Context: an optimization exercise on an open-source flow, tuned for small area. The choices shown serve that exercise and are no tape-out recipe. The RTL was checked by simulation tests, not by an equivalence proof against the original design. Power and IR drop assume default switching activity.

Setup of alpha:
Design b14, start of the top module:
module b14 (clock, reset, addr, datai, datao, rd, wr);
input         clock;
input         reset;
output [31:0] addr;
input  [31:0] datai;
output [31:0] datao;
output        rd;
output        wr;
reg  [31:0] datao;
reg         rd;
reg         wr;
reg  [31:0] reg0, reg1, reg2, reg3;    
reg  [3:0]  vld;
reg         swp;                       
reg         B;
reg  [1:0]  d;
reg         state;                     
reg  [11:0] irf;                       
reg  [19:0] ea;                        
reg  [19:0] addr_lo;
reg         addr_hi;                   
assign addr = {{12{addr_hi}}, addr_lo};
wire fetch = ~state;
wire exec  = state;
wire        neg = datai[31];
wire [31:0] lo_nz;                     
assign lo_nz[0] = 1'b0;
genvar gi;
generate for (gi = 0; gi < 31; gi = gi + 1) begin : g_nz
  assign lo_nz[gi+1] = lo_nz[gi] | datai[gi];
end endgenerate
wire [11:0] absf;
generate for (gi = 19; gi < 31; gi = gi + 1) begin : g_abs
  assign absf[gi-19] = datai[gi] ^ (neg & lo_nz[gi]);
end endgenerate
wire [1:0]  mf_f = absf[9:8];          
wire [2:0]  xs   = {mf_f[1] & mf_f[0] & swp, mf_f[1] & mf_f[0] & ~swp, mf_f[1] & ~mf_f[0]}
                 & vld[3:1];
wire [19:0] xoff = ({20{xs[0]}} & reg1[19:0]) | ({20{xs[1]}} & reg2[19:0])
                 | ({20{xs[2]}} & reg3[19:0]);
wire [19:0] ea_n;
wire        ea_co;
rca #(20) u_ea (.a(datai[19:0] ^ {20{neg}}), .b(xoff), .ci(neg), .s(ea_n), .co(ea_co));
wire [1:0]  s    = irf[11:10];
wire [1:0]  mf   = irf[9:8];
wire [2:0]  df   = irf[7:5];
wire        cf   = irf[4];
wire [3:0]  ff   = irf[3:0];
wire [1:0]  rsel = s | {2{fetch}};
wire [1:0]  psel = {rsel[1], rsel[0] ^ (rsel[1] & swp)};
wire [3:0]  rs   = {psel == 2'd3, psel == 2'd2, psel == 2'd1, psel == 2'd0} & vld;
wire [31:0] r    = ({32{rs[0]}} & reg0) | ({32{rs[1]}} & reg1)
                 | ({32{rs[2]}} & reg2) | ({32{rs[3]}} & reg3);
wire [31:0] m = (mf == 2'd0) ? {12'd0, ea} : datai;
wire alu_w   = ~cf & (df != 3'd7);            
wire st      = ~cf & (df == 3'd7);            
wire ff12    = (ff == 4'd12);
wire alu     = exec & alu_w;
wire cmpop   = exec & cf;
wire f_neg   = alu & (ff == 4'd0);
wire f_mov   = alu & (ff[3:2] == 2'b00) & (ff[1:0] != 2'b00);    
wire f_arith = alu & ((ff[3:2] == 2'b01) | (ff[3:2] == 2'b10));  
wire f_sub   = ff[3] ? ff[0] : ff[1];
wire f_shr   = alu & ff12 & ~mf[1];
wire f_shl   = alu & ff12 & mf[1];
  ...
==> flow/config.mk <==
export PLATFORM = sky130hd
export DESIGN_NAME = b14
export DESIGN_NICKNAME = b14
export VERILOG_FILES = /design/flow/design.v
export SDC_FILE = /design/flow/constraint.sdc
export NUM_CORES = 4
export LEC_CHECK = 0
export CAP_MARGIN = 20
export CORE_MARGIN = 2
export CORE_UTILIZATION = 40
export SLEW_MARGIN = 20
==> flow/constraint.sdc <==
create_clock -name core_clock -period 11.0 [get_ports {clock}]
set_input_delay 2.2000 -clock core_clock [delete_from_list [all_inputs] [get_ports {clock}]]
set_output_delay 2.2000 -clock core_clock [all_outputs]
set_load 0.01 [all_outputs]
standard.sh (not shown) runs the stock make flow with config.mk's settings and CLKGATE_MAP_FILE= SYNTH_SCRIPT=/design/flow/synth_recipe.tcl, a recipe that flattens the netlist after the stock synthesis.
==> flow/flow/run.sh <==
#!/bin/bash
# The standard layout (standard.sh) with these changes:
#  - synthesis maps logic with an area-oriented ABC script (flow/area.abc);
#    registers, flattening and renaming are as in the standard flow's synthesis;
#  - port buffers are buf_1 instead of the default delay cells;
#  - a smaller clock tree: clkbuf_4 only, sinks clustered 10 at a time,
#    no dummy loads.
set -euo pipefail
W=$PWD
export FLOW_WORK=$W
export AREA_ABC_SCRIPT=$W/flow/area.abc
bash standard.sh \
  SYNTH_SCRIPT=$W/flow/area_synth.tcl \
  BUFFER_PORTS_ARGS="-buffer_cell sky130_fd_sc_hd__buf_1" \
  CTS_ARGS="-sink_clustering_enable -repair_clock_nets -buf_list sky130_fd_sc_hd__clkbuf_4 -sink_clustering_size 10 -sink_clustering_max_diameter 50 -dont_use_dummy_load" \
  finish > flow_make.log 2>&1
==> flow/flow/area.abc <==
strash
dc2
&get -n
&deepsyn -T 30
&put
dch -f
amap
topo
==> flow/flow/area_synth.tcl <==
# The standard flow's synthesis (synth_recipe.tcl in the run's folder), with one change:
# ABC maps the logic with the area-oriented script flow/area.abc.
proc abc {args} {
  set i [lsearch -exact $args -script]
  if {$i >= 0} {
    set args [lreplace $args [expr {$i + 1}] [expr {$i + 1}] $::env(AREA_ABC_SCRIPT)]
  }
  yosys abc {*}$args
}
source $::env(FLOW_WORK)/synth_recipe.tcl
Complete run, failing final checks: alpha, reason setup timing.
What beta does differently from alpha at the input level:
Settings: GPL_TIMING_DRIVEN now 0, previously not set.
==> flow/flow/run.sh <==
#!/bin/bash
# The standard layout (standard.sh), with two changes to what it inserts:
#  - port buffers are buf_1 instead of the default delay cells;
#  - a smaller clock tree: clkbuf_4 only, sinks clustered 10 at a time, no dummy loads.
set -euo pipefail
bash standard.sh \
  BUFFER_PORTS_ARGS="-buffer_cell sky130_fd_sc_hd__buf_1" \
  CTS_ARGS="-sink_clustering_enable -repair_clock_nets -buf_list sky130_fd_sc_hd__clkbuf_4 -sink_clustering_size 8 -sink_clustering_max_diameter 40 -dont_use_dummy_load" \
  finish > flow_make.log 2>&1
removed: flow/flow/area.abc
removed: flow/flow/area_synth.tcl
Notes after the runs:
- beta vs. alpha: ratio of cells with drive above 1 in the final layout saw a decrease; final weighted congestion in routability-driven placement saw an increase; worst setup slack saw an increase; leakage power saw little to no change; number of detailed-routing iterations run before antenna repair saw a decrease.
- Fill cell instance count of the final layout in beta is about 13% higher than in alpha
- Utilization alpha -> beta: down
- beta finished end to end and its layout was clean on timing, DRC and antenna.
Relative to beta, the following input files were edited for gamma:
Settings: a deleted GPL_TIMING_DRIVEN that had been 0.
==> flow/flow/run.sh <==
#!/bin/bash
# The standard layout (standard.sh), with two changes to what it inserts:
#  - port buffers are buf_1 instead of the default delay cells;
#  - a smaller clock tree: clkbuf_4 only, sinks clustered 10 at a time, no dummy loads.
set -euo pipefail
bash standard.sh \
  BUFFER_PORTS_ARGS="-buffer_cell sky130_fd_sc_hd__buf_1" \
  CTS_ARGS="-sink_clustering_enable -repair_clock_nets -buf_list sky130_fd_sc_hd__clkbuf_4 -sink_clustering_size 10 -sink_clustering_max_diameter 50 -dont_use_dummy_load" \
  finish > flow_make.log 2>&1
### Flow results
Diff beta..gamma | area after synthesis | unchanged
The combinational power of beta and that of gamma are within noise of each other.
Number of levels the H-tree was split into: gamma < beta
From beta to gamma the numbers moved as follows: required time reported for the critical path endpoint rose 0.21 ns; number of global-route vias before repair fell about 4%.
Total power (higher): beta
Going from beta to gamma, non-clock buffer count grows by about 4.4%.
Summary of gamma over beta: routing usage on met1 went up; actual transition at the worst max-transition pin decreased by 0.15 ns relative to the old numbers; post-placement cell area +2.7%; first-pass GRT wire length moved down.

========
Setup of main:
Another version of the RTL of b14 (not shown whole).
For scale: ~920 cells after synthesis, about 100 I/O pins.
## b14
module b14 (clock, reset, addr, datai, datao, rd, wr);
input         clock;
input         reset;
output [31:0] addr;
input  [31:0] datai;
output [31:0] datao;
output        rd;
output        wr;
reg  [31:0] datao;
reg         rd;
reg         wr;
reg  [31:0] reg0, reg1, reg2, reg3;    
reg  [3:0]  vld;
reg         swp;                       
reg         B;
reg  [1:0]  d;
reg         state;                     
reg  [11:0] irf;                       
reg  [19:0] ea;                        
reg  [19:0] addr_lo;
reg         addr_hi;                   
assign addr = {{12{addr_hi}}, addr_lo};
wire fetch = ~state;
wire exec  = state;
wire        neg = datai[31];
wire [31:0] lo_nz;                     
assign lo_nz[0] = 1'b0;
genvar gi;
generate for (gi = 0; gi < 31; gi = gi + 1) begin : g_nz
  assign lo_nz[gi+1] = lo_nz[gi] | datai[gi];
end endgenerate
wire [11:0] absf;
generate for (gi = 19; gi < 31; gi = gi + 1) begin : g_abs
  assign absf[gi-19] = datai[gi] ^ (neg & lo_nz[gi]);
end endgenerate
wire [1:0]  mf_f = absf[9:8];          
wire [2:0]  xs   = {mf_f[1] & mf_f[0] & swp, mf_f[1] & mf_f[0] & ~swp, mf_f[1] & ~mf_f[0]}
                 & vld[3:1];
wire [19:0] xoff = ({20{xs[0]}} & reg1[19:0]) | ({20{xs[1]}} & reg2[19:0])
                 | ({20{xs[2]}} & reg3[19:0]);
wire [19:0] ea_n;
wire        ea_co;
rca #(20) u_ea (.a(datai[19:0] ^ {20{neg}}), .b(xoff), .ci(neg), .s(ea_n), .co(ea_co));
wire [1:0]  s    = irf[11:10];
wire [1:0]  mf   = irf[9:8];
wire [2:0]  df   = irf[7:5];
wire        cf   = irf[4];
wire [3:0]  ff   = irf[3:0];
wire [1:0]  rsel = s | {2{fetch}};
wire [1:0]  psel = {rsel[1], rsel[0] ^ (rsel[1] & swp)};
wire [3:0]  rs   = {psel == 2'd3, psel == 2'd2, psel == 2'd1, psel == 2'd0} & vld & {4{~reset}};
  ...
clock: 11.0 ns
lec_check: 0
cap_margin: 20
core_margin: 2
core_utilization: 40
slew_margin: 20
==> flow/flow/run.sh <==
#!/bin/bash
# The standard layout (standard.sh) with these changes:
#  - synthesis maps logic with an area-oriented ABC script (flow/area.abc);
#    registers, flattening and renaming are as in the standard flow's synthesis;
#  - port buffers are buf_1 instead of the default delay cells;
#  - a smaller clock tree: clkbuf_4 only, sinks clustered 10 at a time,
#    no dummy loads.
set -euo pipefail
W=$PWD
export FLOW_WORK=$W
export AREA_ABC_SCRIPT=$W/flow/area.abc
bash standard.sh \
  SYNTH_SCRIPT=$W/flow/area_synth.tcl \
  BUFFER_PORTS_ARGS="-buffer_cell sky130_fd_sc_hd__buf_1" \
  CTS_ARGS="-sink_clustering_enable -repair_clock_nets -buf_list sky130_fd_sc_hd__clkbuf_4 -sink_clustering_size 10 -sink_clustering_max_diameter 50 -dont_use_dummy_load" \
  finish > flow_make.log 2>&1
==> flow/flow/area.abc <==
strash
dc2
&get -n
&deepsyn -T 30
&put
dch -f
amap
topo
==> flow/flow/area_synth.tcl <==
# The standard flow's synthesis (synth_recipe.tcl in the run's folder), with one change:
# ABC maps the logic with the area-oriented script flow/area.abc.
proc abc {args} {
  set i [lsearch -exact $args -script]
  if {$i >= 0} {
    set args [lreplace $args [expr {$i + 1}] [expr {$i + 1}] $::env(AREA_ABC_SCRIPT)]
  }
  yosys abc {*}$args
}
source $::env(FLOW_WORK)/synth_recipe.tcl
Although it ran to completion, main produced a layout that fails the final checks because of negative setup slack.
Changes in the feature branch relative to main:
==> flow/flow/run.sh <==
#!/bin/bash
# The standard layout (standard.sh), with two changes to what it inserts:
#  - port buffers are buf_1 instead of the default delay cells;
#  - a smaller clock tree: clkbuf_4 only, sinks clustered 10 at a time, no dummy loads.
set -euo pipefail
bash standard.sh \
  BUFFER_PORTS_ARGS="-buffer_cell sky130_fd_sc_hd__buf_1" \
  CTS_ARGS="-sink_clustering_enable -repair_clock_nets -buf_list sky130_fd_sc_hd__clkbuf_4 -sink_clustering_size 10 -sink_clustering_max_diameter 50 -dont_use_dummy_load" \
  finish > flow_make.log 2>&1
removed: flow/flow/area.abc
removed: flow/flow/area_synth.tcl
Results
| the feature branch | all stages done | FAIL | negative setup slack |
The clock latency reported for the late side of the worst-skew pair of main and that of the feature branch are within noise of each other.
Taking main as the reference, in the feature branch final standard cell utilization of the core fell 4.9 points; pin count of the biggest net entering global routing rose 8; power in the clock group fell about 2%; via count normalized by instance count fell about 0.56%.
| register-to-register slack | lower: main |
On clock skew, the lower figure sits with main, not the feature branch.
The feature branch vs main — sum of routed wire segments on met1 rose about 15%.
Per the comparison of the feature branch with main, count of clock buffers in the final design went down, design area climbed about 5.5%.

========
Another version of the RTL of b14 (not shown whole).
Size in the first run: roughly 1100 cells after synthesis, about 100 I/O pins.
==> flow/config.mk <==
export PLATFORM = sky130hd
export DESIGN_NAME = b14
export DESIGN_NICKNAME = b14
export VERILOG_FILES = /design/flow/design.v
export SDC_FILE = /design/flow/constraint.sdc
export NUM_CORES = 4
export LEC_CHECK = 0
export CAP_MARGIN = 5
export CORE_MARGIN = 2
export CORE_UTILIZATION = 75
export GPL_TIMING_DRIVEN = 0
export PLACE_DENSITY = 0.8
export SLEW_MARGIN = 5
==> flow/constraint.sdc <==
create_clock -name core_clock -period 11.0 [get_ports {clock}]
set_input_delay 2.2000 -clock core_clock [delete_from_list [all_inputs] [get_ports {clock}]]
set_output_delay 2.2000 -clock core_clock [all_outputs]
set_load 0.01 [all_outputs]
==> flow/flow/run.sh <==
#!/bin/bash
# The standard layout (standard.sh) with these changes:
#  - synthesis maps logic with an area-oriented ABC script (flow/area.abc);
#    registers, flattening and renaming are as in the standard flow's synthesis; the
#    small adder-tail modules (pfx11 pfx10 or11 orp10) are mapped on their
#    own, so that their structure follows the order the sum bits arrive in;
#  - port buffers are buf_1 instead of the default delay cells;
#  - a smaller clock tree: clkbuf_4 only, small sink clusters, no dummy loads.
set -euo pipefail
W=$PWD
export FLOW_WORK=$W
export AREA_ABC_SCRIPT=$W/flow/area.abc
bash standard.sh \
  SYNTH_SCRIPT=$W/flow/area_synth.tcl \
  SYNTH_KEEP_MODULES="pfx11 pfx10 or11 orp10" \
  BUFFER_PORTS_ARGS="-buffer_cell sky130_fd_sc_hd__buf_1" \
  CTS_ARGS="-sink_clustering_enable -repair_clock_nets -buf_list sky130_fd_sc_hd__clkbuf_4 -root_buf sky130_fd_sc_hd__clkbuf_8 -sink_clustering_size 10 -sink_clustering_max_diameter 45 -dont_use_dummy_load" \
  finish > flow_make.log 2>&1
==> flow/flow/area.abc <==
strash
dc2
&get -n
&deepsyn -T 30
&put
dch -f
amap
topo
==> flow/flow/area_synth.tcl <==
# The standard flow's synthesis (synth_recipe.tcl in the run's folder), with one change:
# ABC maps the logic with the area-oriented script flow/area.abc.
proc abc {args} {
  set i [lsearch -exact $args -script]
  if {$i >= 0} {
    set args [lreplace $args [expr {$i + 1}] [expr {$i + 1}] $::env(AREA_ABC_SCRIPT)]
  }
  yosys abc {*}$args
}
source $::env(FLOW_WORK)/synth_recipe.tcl
The baseline finished with timing, DRC and antenna clean.
==> next run, changes <==
--- a/flow/flow/run.sh
+++ b/flow/flow/run.sh
@@ -17 +17 @@
-  CTS_ARGS="-sink_clustering_enable -repair_clock_nets -buf_list sky130_fd_sc_hd__clkbuf_4 -root_buf sky130_fd_sc_hd__clkbuf_8 -sink_clustering_size 10 -sink_clustering_max_diameter 45 -dont_use_dummy_load" \
+  CTS_ARGS="-sink_clustering_enable -repair_clock_nets -buf_list sky130_fd_sc_hd__clkbuf_4 -sink_clustering_size 8 -sink_clustering_max_diameter 40 -dont_use_dummy_load" \
--- a/flow/config.mk
+++ b/flow/config.mk
@@ -8 +8 @@
-export CAP_MARGIN = 5
+export CAP_MARGIN = 20
@@ -10 +10 @@
-export CORE_UTILIZATION = 75
+export CORE_UTILIZATION = 40
@@ -12,2 +12 @@
-export PLACE_DENSITY = 0.8
-export SLEW_MARGIN = 5
+export SLEW_MARGIN = 20
The changed run passed the timing, design-rule and antenna checks.
Clock power increases by 17%.
Total power increases by 3.7%.
Fmax increases by 1.8%.
Clock skew increases by 61 ps.
Global-route usage decreases by 15 points.
Setup slack gains 190 ps.
Routed wire length increases by 9.3%.
First-iteration DRC count decreases by 41%.
Utilization decreases by 38 points.
Synthesized area stays the same.
==> next run, changes <==
--- a/flow/flow/run.sh
+++ b/flow/flow/run.sh
@@ -17 +17 @@
-  CTS_ARGS="-sink_clustering_enable -repair_clock_nets -buf_list sky130_fd_sc_hd__clkbuf_4 -sink_clustering_size 8 -sink_clustering_max_diameter 40 -dont_use_dummy_load" \
+  CTS_ARGS="-sink_clustering_enable -repair_clock_nets -buf_list sky130_fd_sc_hd__clkbuf_4 -root_buf sky130_fd_sc_hd__clkbuf_8 -sink_clustering_size 10 -sink_clustering_max_diameter 45 -dont_use_dummy_load" \
--- a/flow/config.mk
+++ b/flow/config.mk
@@ -8 +8 @@
-export CAP_MARGIN = 20
+export CAP_MARGIN = 5
@@ -10 +10 @@
-export CORE_UTILIZATION = 40
+export CORE_UTILIZATION = 85
@@ -12 +12,2 @@
-export SLEW_MARGIN = 20
+export PLACE_DENSITY = 0.9
+export SLEW_MARGIN = 5
Result:
- This time the run did not get past global routing, error GRT-0232
- area after synthesis does not change
- synthesized cell count is unchanged

what the ideal ports hide:
No port has a modelled driver above. Below, the same layouts with a new extraction and two added sets of constraints.
Step 1 (the two cells are an assumption about what drives the block):
set clk [get_ports {clock}]
set_driving_cell -lib_cell sky130_fd_sc_hd__clkbuf_16 $clk
set_driving_cell -lib_cell sky130_fd_sc_hd__buf_2 [delete_from_list [all_inputs] $clk]
Step 2 also shifts input and output timing later by t, the mid clock arrival at the registers, as if the neighbouring blocks saw the same clock.
Slacks: ideal ports / drivers / drivers and shift; pairs: ideal ports / drivers.
run	shift t [ns]	slack for setup (ns)	hold WS [ns]	worst setup path at the end	cell pins on the clock port's net
alpha	0.740	-1.169 / -1.161 / -1.900	0.463 / 0.463 / 0.463	input to register	1
beta	0.661	0.195 / 0.207 / -0.454	0.476 / 0.476 / 0.476	input to register	1
gamma	0.710	0.224 / 0.229 / -0.481	0.476 / 0.476 / 0.476	input to register	1
main	0.713	-2.239 / -2.242 / -2.955	0.466 / 0.466 / 0.466	input to register	1
the feature branch	0.709	-0.572 / -0.581 / -1.290	0.456 / 0.456 / 0.456	input to register	1
the first run of note 3	0.574	0.281 / 0.281 / 0.281	0.467 / 0.467 / 0.467	register to register	1
the second run of note 3	0.669	0.470 / 0.470 / 0.470	0.460 / 0.460 / 0.460	register to register	1
Met with ideal ports but missed after step 2: setup timing in beta and gamma. For alpha, which loses most, drivers alone change the setup slack by +0.008 ns; drivers and shift together by -0.731 ns.
